Background: an optimization exercise with open tools, aiming at small area and a short achievable clock period. Do not read the settings as production practice. Only simulation tests tie the RTL to the original design; equivalence was not proved. Power is estimated from default activity; no workload was simulated.

## job 711
Design complex, start of the top module:
module complex(clk, a0, a1, b0, b1, im, re);
  input clk;
  input [7:0] a0, a1, b0, b1;
  output reg [15:0] im, re;
  wire [15:0] re_d, im_d;
  wire rs1;
  wire rc2;
  wire rs3;
  wire rc4;
  wire rs5;
  wire rc6;
  wire rs7;
  wire rc8;
  wire rs9;
  wire rc10;
  wire rs11;
  wire rc12;
  wire rs13;
  wire rc14;
  wire rs15;
  wire rc16;
  wire rs17;
  wire rc18;
  wire rs19;
  wire rc20;
  wire rs21;
  wire rc22;
  wire rs23;
  wire rc24;
  wire rs25;
  wire rc26;
  wire rs27;
  wire rc28;
  wire rs29;
  wire rc30;
  wire rs31;
  wire rc32;
  wire rs33;
  wire rc34;
  wire rs35;
  wire rc36;
  wire rs37;
  wire rc38;
  wire rs39;
  wire rc40;
  wire rs41;
  wire rc42;
  wire rs43;
  wire rc44;
  wire rs45;
  wire rc46;
  wire rs47;
  wire rc48;
  wire rs49;
  wire rc50;
  wire rs51;
  wire rc52;
  wire rs53;
  wire rc54;
  wire rs55;
  wire rc56;
  wire rs57;
  wire rc58;
  wire rs59;
  wire rc60;
  ...
For scale: roughly 32 flip-flops, roughly 65 I/O pins, about 7400 sq um of cells after synthesis.
export LEC_CHECK = 0
export CAP_MARGIN = 20
export CORE_MARGIN = 2
export CORE_UTILIZATION = 40.0
export PLACE_DENSITY = 0.6
export SETUP_SLACK_MARGIN = 4.35
export SLEW_MARGIN = 20
export SYNTH_HIERARCHICAL = 1
export TNS_END_PERCENT = 0.0
create_clock -name core_clock -period 10.0 [get_ports {clk}]
standard.sh (not shown) runs the stock make flow with config.mk's settings and CLKGATE_MAP_FILE= SYNTH_SCRIPT=/design/flow/synth_recipe.tcl, a recipe that flattens the netlist after the stock synthesis.
==> flow/flow/run.sh <==
#!/bin/bash
set -o pipefail
export BUFFER_PORTS_ARGS="-buffer_cell sky130_fd_sc_hd__buf_1"
export CTS_ARGS="-sink_clustering_enable -sink_clustering_size 32 -sink_clustering_max_diameter 200 -buf_list sky130_fd_sc_hd__clkbuf_8 -dont_use_dummy_load -repair_clock_nets"
cp standard.sh standard_sh.txt 2>/dev/null
bash standard.sh > standard.log 2>&1
For job 8141, these inputs were changed with respect to job 711:
==> flow/flow/run.sh <==
#!/bin/bash
set -o pipefail
export BUFFER_PORTS_ARGS="-buffer_cell sky130_fd_sc_hd__buf_1"
cp standard.sh standard_sh.txt 2>/dev/null
bash standard.sh > standard.log 2>&1
diff --git a/flow/config.mk b/flow/config.mk
--- a/flow/config.mk
+++ b/flow/config.mk
@@ -9,7 +9,9 @@
 export CORE_MARGIN = 2
-export CORE_UTILIZATION = 40.0
+export CORE_UTILIZATION = 40
+export CTS_BUF_LIST = sky130_fd_sc_hd__clkbuf_8
+export CTS_CLUSTER_DIAMETER = 200
+export CTS_CLUSTER_SIZE = 32
 export PLACE_DENSITY = 0.6
-export SETUP_SLACK_MARGIN = 4.35
+export SETUP_SLACK_MARGIN = 5.0
 export SLEW_MARGIN = 20
 export SYNTH_HIERARCHICAL = 1
-export TNS_END_PERCENT = 0.0
==> comparison <==
Setup TNS delta (job 8141 -> job 711): insignificant. Sequential cell count of the final layout: job 711 vs job 8141 identical. Job 8141: first-pass GRT wire length about 6% above job 711. Between job 711 and job 8141, worst setup slack increased. Against job 711, post-placement cell count in job 8141 rose slightly. Diff job 711 -> job 8141: total length of routed wires went up, fraction of the mapped netlist area in simple logic gates neither gained nor lost much, fmax was more or less identical. Job 8141 vs job 711, sequential cell area share went down by 0.75 points.
Setup changes, job 8141 to job 5186
==> flow/flow/run.sh <==
#!/bin/bash
set -o pipefail
export BUFFER_PORTS_ARGS="-buffer_cell sky130_fd_sc_hd__buf_1"
export CTS_ARGS="-sink_clustering_enable -sink_clustering_size 32 -sink_clustering_max_diameter 200 -buf_list sky130_fd_sc_hd__clkbuf_8 -dont_use_dummy_load -repair_clock_nets"
cp standard.sh standard_sh.txt 2>/dev/null
bash standard.sh > standard.log 2>&1
==> flow/config.mk <==
export PLATFORM = sky130hd
export DESIGN_NAME = complex
export DESIGN_NICKNAME = complex
export VERILOG_FILES = /design/flow/design.v
export SDC_FILE = /design/flow/constraint.sdc
export NUM_CORES = 4
export LEC_CHECK = 0
export CAP_MARGIN = 20
export CORE_MARGIN = 2
export CORE_UTILIZATION = 50.0
export PLACE_DENSITY = 0.65
export SETUP_SLACK_MARGIN = 4.3
export SLEW_MARGIN = 20
export SYNTH_HIERARCHICAL = 1
export TNS_END_PERCENT = 0.0
Results
Per the comparison of job 5186 with job 8141, average wire per standard cell moved up, final instance area fell by 890 sq um, final setup slack of the worst path decreased by 79 ps relative to the old numbers.
For job 8293, these inputs were changed with respect to job 5186:
diff --git a/flow/config.mk b/flow/config.mk
--- a/flow/config.mk
+++ b/flow/config.mk
@@ -9,5 +9,5 @@
 export CORE_MARGIN = 2
-export CORE_UTILIZATION = 50.0
-export PLACE_DENSITY = 0.65
-export SETUP_SLACK_MARGIN = 4.3
+export CORE_UTILIZATION = 40
+export PLACE_DENSITY = 0.6
+export SETUP_SLACK_MARGIN = 4.5
 export SLEW_MARGIN = 20
[summary]
- The post-synthesis async set-or-reset flop share on job 5186 is in line with that on job 8293.
- Compared with job 5186, in job 8293 power went up by about 3.5%, sequential share of cell area went down 0.45 points, proportion of cell area occupied by multi-input gates shows a reduction of 3.8 points.
- Sort job 5186 and job 8293 by share of the clock period used by the worst path after layout, descending, and job 5186 comes first.
- Comparing the two runs side by side, job 8293 comes out ahead of job 5186 on setup slack after layout.
- Compared with job 5186, final cell count without fillers in job 8293 increased by a few percent.
- Relative contribution of combinational cells to total power sits higher in job 8293 than in job 5186.
- Depth of the critical timing path with buffers and inverters included: job 8293 vs job 5186 — no meaningful difference
- When job 8293 is set beside job 5186, its total setup buffers inserted after CTS turns out to be 13 larger.
- Of job 8293 and job 5186, it is job 8293 that has the higher final routed wirelength across all metal layers.
Input-level comparison between job 748 and job 8293:
==> flow/flow/run.sh <==
#!/bin/bash
set -o pipefail
export BUFFER_PORTS_ARGS="-buffer_cell sky130_fd_sc_hd__buf_1"
cp standard.sh standard_sh.txt 2>/dev/null
bash standard.sh > standard.log 2>&1
diff --git a/flow/config.mk b/flow/config.mk
--- a/flow/config.mk
+++ b/flow/config.mk
@@ -10,6 +10,9 @@
 export CORE_UTILIZATION = 40
+export CTS_BUF_LIST = sky130_fd_sc_hd__clkbuf_8
+export CTS_CLUSTER_DIAMETER = 200
+export CTS_CLUSTER_SIZE = 32
 export PLACE_DENSITY = 0.6
-export SETUP_SLACK_MARGIN = 4.5
+export SETUP_SLACK_MARGIN = 4.4
 export SLEW_MARGIN = 20
 export SYNTH_HIERARCHICAL = 1
-export TNS_END_PERCENT = 0.0
+export TNS_END_PERCENT = 0
### Flow results
From job 8293 to job 748 the numbers moved as follows: clock network fraction of total power grew by 1.5 points; time the final worst path needs with I/O delays and setup moved up.
The number of nets in the finished design of job 748 is lower than that of job 8293.
Summary of the comparison: synthesis-to-layout area growth is lower in job 748, relative to job 8293.
Hold-critical path depth delta (job 8293 -> job 748): insignificant
Peak ir drop on the vdd network (job 748 / job 8293): 0.948
The run showing the greater critical path depth is job 748.
--- input diff job 748..job 5846 ---
diff --git a/flow/config.mk b/flow/config.mk
--- a/flow/config.mk
+++ b/flow/config.mk
@@ -14,5 +14,4 @@
 export PLACE_DENSITY = 0.6
-export SETUP_SLACK_MARGIN = 4.4
+export SETUP_SLACK_MARGIN = 4.2
 export SLEW_MARGIN = 20
 export SYNTH_HIERARCHICAL = 1
-export TNS_END_PERCENT = 0
Results
- Job 5846 vs. job 748: via count of the first global-routing pass went down by about 0.6%.
- Going from job 748 to job 5846, die outline area now sits at about the same level, sequential share of layout area saw an increase.
- Job 5846 vs. job 748: quantity of gates resized following cts went down 38; combined area of the multi-input logic cells has decreased; sum of routed wire length over all layers fell by about 1.3%; placer's final routability congestion estimate did not really move.
- Multi-input logic portion of the cell area for job 5846 is higher than for job 748.
- Capture point of the critical path: re[14]$_DFF_P_ -> job 748, re[15]$_DFF_P_ -> job 5846
- Relative to job 748, area share of buffers outside the clock network has gone down in job 5846.

re-timing with driven ports:
The flow's constraints put no driver on any port. The routed layouts listed below were extracted and timed again, unchanged, in two steps.
Step 1 (the two cells are an assumption about what drives the block):
set clk [get_ports {clk}]
set_driving_cell -lib_cell sky130_fd_sc_hd__clkbuf_16 $clk
set_driving_cell -lib_cell sky130_fd_sc_hd__buf_2 [delete_from_list [all_inputs] $clk]
Step 2 adds t to the input delays and takes it off the output delays; t is the mean of the earliest and latest rising clock arrival at the registers after step 1. Input paths then give back, and output paths get back, about the clock's delay inside the block.
a / b / c = ideal ports / drivers / drivers and shift; a / b = the first two.
run	shift t [ns]	setup slack, ns	worst setup path at the end	worst data-port slew with drivers (ns)	pins driven straight from the clock port
job 711	0.340	4.480 / 4.481 / 4.141	input to register	0.06	1
job 8141	0.351	4.490 / 4.463 / 4.112	input to register	0.14	1
job 5186	0.335	4.411 / 4.407 / 4.072	input to register	0.06	1
job 8293	0.339	4.525 / 4.497 / 4.158	input to register	0.07	1
job 748	0.344	4.496 / 4.470 / 4.126	input to register	0.06	1
job 5846	0.343	4.301 / 4.309 / 3.966	input to register	0.05	1
After both steps every run listed still meets setup and hold. For job 8141, which loses most, drivers alone change the setup slack by -0.027 ns; drivers and shift together by -0.378 ns.
